This design comes from an exercise in tuning for small area, a short achievable clock period and few clock cycles per item on the open sky130 flow, not from production work. At most, simulation tests tie the RTL to the original design; equivalence was not proved. Power figures rest on the tool's default switching activity, not on a simulated workload.

// mult_top
module mult_top (
    input  logic        clock,
    input  logic        reset,
    input  logic        in_valid,
    input  logic [31:0] in_rs1,
    input  logic [31:0] in_rs2,
    input  logic [5:0]  in_dest,
    input  logic [3:0]  in_bm,
    input  logic [2:0]  in_func,
    output logic        fu_free,
    input  logic [3:0]  b_mm_resolve,
    input  logic        b_mm_mispred,
    input  logic        cdb_gnt,
    output logic        out_valid,
    output logic [31:0] out_result,
    output logic [5:0]  out_dest
);
For scale: ~130 I/O pins.
Settings: LEC_CHECK=0, CAP_MARGIN=20, CORE_MARGIN=2, CORE_UTILIZATION=50, CTS_BUF_LIST=sky130_fd_sc_hd__clkbuf_4 sky130_fd_sc_hd__clkbuf_8, PLACE_DENSITY=0.65, SETUP_SLACK_MARGIN=1.5, SLEW_MARGIN=20, SYNTH_HIERARCHICAL=1, SYNTH_MINIMUM_KEEP_SIZE=0, TNS_END_PERCENT=0; clock period 6.5 ns.
standard.sh (not shown) runs the stock make flow with config.mk's settings and CLKGATE_MAP_FILE= SYNTH_SCRIPT=/design/flow/synth_recipe.tcl, a recipe that flattens the netlist after the stock synthesis.
==> flow/flow/run.sh <==
#!/bin/bash
# The standard layout (standard.sh) with two changes to how it is made:
# the input and output ports get plain buf_2 buffers (buffer_ports would
# otherwise pick a delay cell), and clock-tree synthesis inserts no dummy
# loads.  The full make output goes to standard.log in the work folder.
set -euo pipefail
export BUFFER_PORTS_ARGS="-buffer_cell sky130_fd_sc_hd__buf_2"
export CTS_ARGS="-sink_clustering_enable -repair_clock_nets -dont_use_dummy_load -buf_list {sky130_fd_sc_hd__clkbuf_4 sky130_fd_sc_hd__clkbuf_8}"
bash standard.sh > standard.log 2>&1
==> next run, changes <==
--- a/flow/design.v
+++ b/flow/design.v
@@ -41,35 +41,31 @@
 module mult_gpi (input logic g1, p1, g0, p0, output logic g, p);
     assign g = ~(g1 & (p1 | g0));
     assign p = ~(p1 | p0);
 endmodule
 module mult_gi (input logic g1, p1, g0, output logic g);
     assign g = ~(g1 & (p1 | g0));
 endmodule
 module mult_and (input logic a, b, output logic y);
     assign y = a & b;
 endmodule
-module mult_sgn (input logic [1:0] f, input logic s, output logic y);
-    assign y = ~(f[1] & f[0]) & s;
-endmodule
 module mult_pre (
     input  logic [31:0] rs1,
     input  logic [31:0] rs2,
     input  logic [1:0]  func,    
     output logic [123:0] t
 );
     logic [34:0] ax, bx;
-    logic sa0, sa1, sb;
-    mult_sgn g_sa0 (.f(func), .s(rs1[31]), .y(sa0));
-    mult_sgn g_sa1 (.f(func), .s(rs1[31]), .y(sa1));
+    logic sa, sb;
+    assign sa = ~(func[1] & func[0]) & rs1[31];
     assign sb = ~func[1] & rs2[31];
-    assign ax = {sa1, sa0, rs1, 1'b0};
+    assign ax = {sa, sa, rs1, 1'b0};
     assign bx = {sb, sb, rs2, 1'b0};
     logic u;         
     assign u = func[1] & rs2[31];
     logic [15:0] one, two;
     mult_benc e0 (.b2(bx[2]), .b1(bx[1]), .b0(bx[0]), .one(one[0]), .two(two[0]));
     mult_benc e1 (.b2(bx[4]), .b1(bx[3]), .b0(bx[2]), .one(one[1]), .two(two[1]));
     mult_benc e2 (.b2(bx[6]), .b1(bx[5]), .b0(bx[4]), .one(one[2]), .two(two[2]));
     mult_benc e3 (.b2(bx[8]), .b1(bx[7]), .b0(bx[6]), .one(one[3]), .two(two[3]));
     mult_benc e4 (.b2(bx[10]), .b1(bx[9]), .b0(bx[8]), .one(one[4]), .two(two[4]));
     mult_benc e5 (.b2(bx[12]), .b1(bx[11]), .b0(bx[10]), .one(one[5]), .two(two[5]));
What happened: Power is lower by 0.39%; area after synthesis stays flat; design area decreases by 1.0%; via count went down by 0.80%; die area hardly moves; clock skew fell by 19 ps; count of clock-buffer cells in the layout does not change; routed wire length went down by 0.58%.
Testbench counts after the change, summed over its fixed seeds: cycles 6,414, items 4,800.
Function not checked in the first run of this note: the RTL went through the layout flow alone.

--- another note on this design; it stands on its own ---

==> flow/design.v (excerpt) <==
module mult_top (
    input  logic        clock,
    input  logic        reset,
    input  logic        in_valid,
    input  logic [31:0] in_rs1,
    input  logic [31:0] in_rs2,
    input  logic [5:0]  in_dest,
    input  logic [3:0]  in_bm,
    input  logic [2:0]  in_func,
    output logic        fu_free,
    input  logic [3:0]  b_mm_resolve,
    input  logic        b_mm_mispred,
    input  logic        cdb_gnt,
    output logic        out_valid,
    output logic [31:0] out_result,
    output logic [5:0]  out_dest
);
For scale: ~2400 cells after synthesis.
Settings: LEC_CHECK=0, CAP_MARGIN=0, CORE_MARGIN=2, CORE_UTILIZATION=50, CTS_BUF_LIST=sky130_fd_sc_hd__clkbuf_4 sky130_fd_sc_hd__clkbuf_8, PLACE_DENSITY=0.65, SETUP_SLACK_MARGIN=1.5, SLEW_MARGIN=0, SYNTH_HIERARCHICAL=1, SYNTH_MINIMUM_KEEP_SIZE=0, TNS_END_PERCENT=0; clock period 6.5 ns.
standard.sh (not shown) runs the stock make flow with config.mk's settings and CLKGATE_MAP_FILE= SYNTH_SCRIPT=/design/flow/synth_recipe.tcl, a recipe that flattens the netlist after the stock synthesis.
==> flow/flow/run.sh <==
#!/bin/bash
# The standard layout (standard.sh) with two changes to how it is made:
# the input and output ports get plain buf_2 buffers (buffer_ports would
# otherwise pick a delay cell), and clock-tree synthesis inserts no dummy
# loads.  The full make output goes to standard.log in the work folder.
set -euo pipefail
export BUFFER_PORTS_ARGS="-buffer_cell sky130_fd_sc_hd__buf_2"
export CTS_ARGS="-sink_clustering_enable -repair_clock_nets -dont_use_dummy_load -buf_list {sky130_fd_sc_hd__clkbuf_4 sky130_fd_sc_hd__clkbuf_8}"
bash standard.sh > standard.log 2>&1
The baseline completed with no timing, DRC or antenna violations.
Testbench counts at the start, summed over its fixed seeds: cycles 6,414, items 4,800.
Next try:
CAP_MARGIN = 20   (was 0)
SETUP_SLACK_MARGIN = 1.8   (was 1.5)
SLEW_MARGIN = 20   (was 0)
Effect: Sequential share of layout area is unchanged. Clock power stays flat. Global-route usage is unchanged. Via count does not change. Worst setup slack is unchanged. Final area stays the same. Die area is unchanged. Maximum frequency is unchanged. Wire length does not change.

-- static timing again, ports no longer ideal --
No port has a modelled driver above. Below, the same layouts with a new extraction and two added sets of constraints.
Step 1 sets driving cells, clkbuf_16 on the clock port and buf_2 on the other inputs (assumed; they add their load-dependent delay and slew).
Step 2 moves the port delays by t, midway between the first and last clock arrival at a register: inputs arrive t later, outputs are due t later. That takes back most of the time a late clock gives input paths.
Three values: ideal, step 1, step 2; two values: the first two.
| run | t (ns) | setup slack, ns | hold slack, ns | latest minus earliest clock arrival (ns) | worst slew at a driven data input, ns |
|---|---|---|---|---|---|
| the first run of note 1 | 0.512 | 1.281 / 1.231 / 0.718 | 0.490 / 0.490 / 0.490 | 0.039 / 0.039 | 0.13 |
| the second run of note 1 | 0.505 | 1.335 / 1.250 / 0.745 | 0.500 / 0.500 / 0.500 | 0.029 / 0.030 | 0.14 |
| the first run of note 2 | 0.505 | 1.335 / 1.250 / 0.745 | 0.500 / 0.500 / 0.500 | 0.029 / 0.030 | 0.14 |
| the second run of note 2 | 0.505 | 1.335 / 1.250 / 0.745 | 0.500 / 0.500 / 0.500 | 0.029 / 0.030 | 0.14 |
After both steps setup and hold are still met in every run listed.
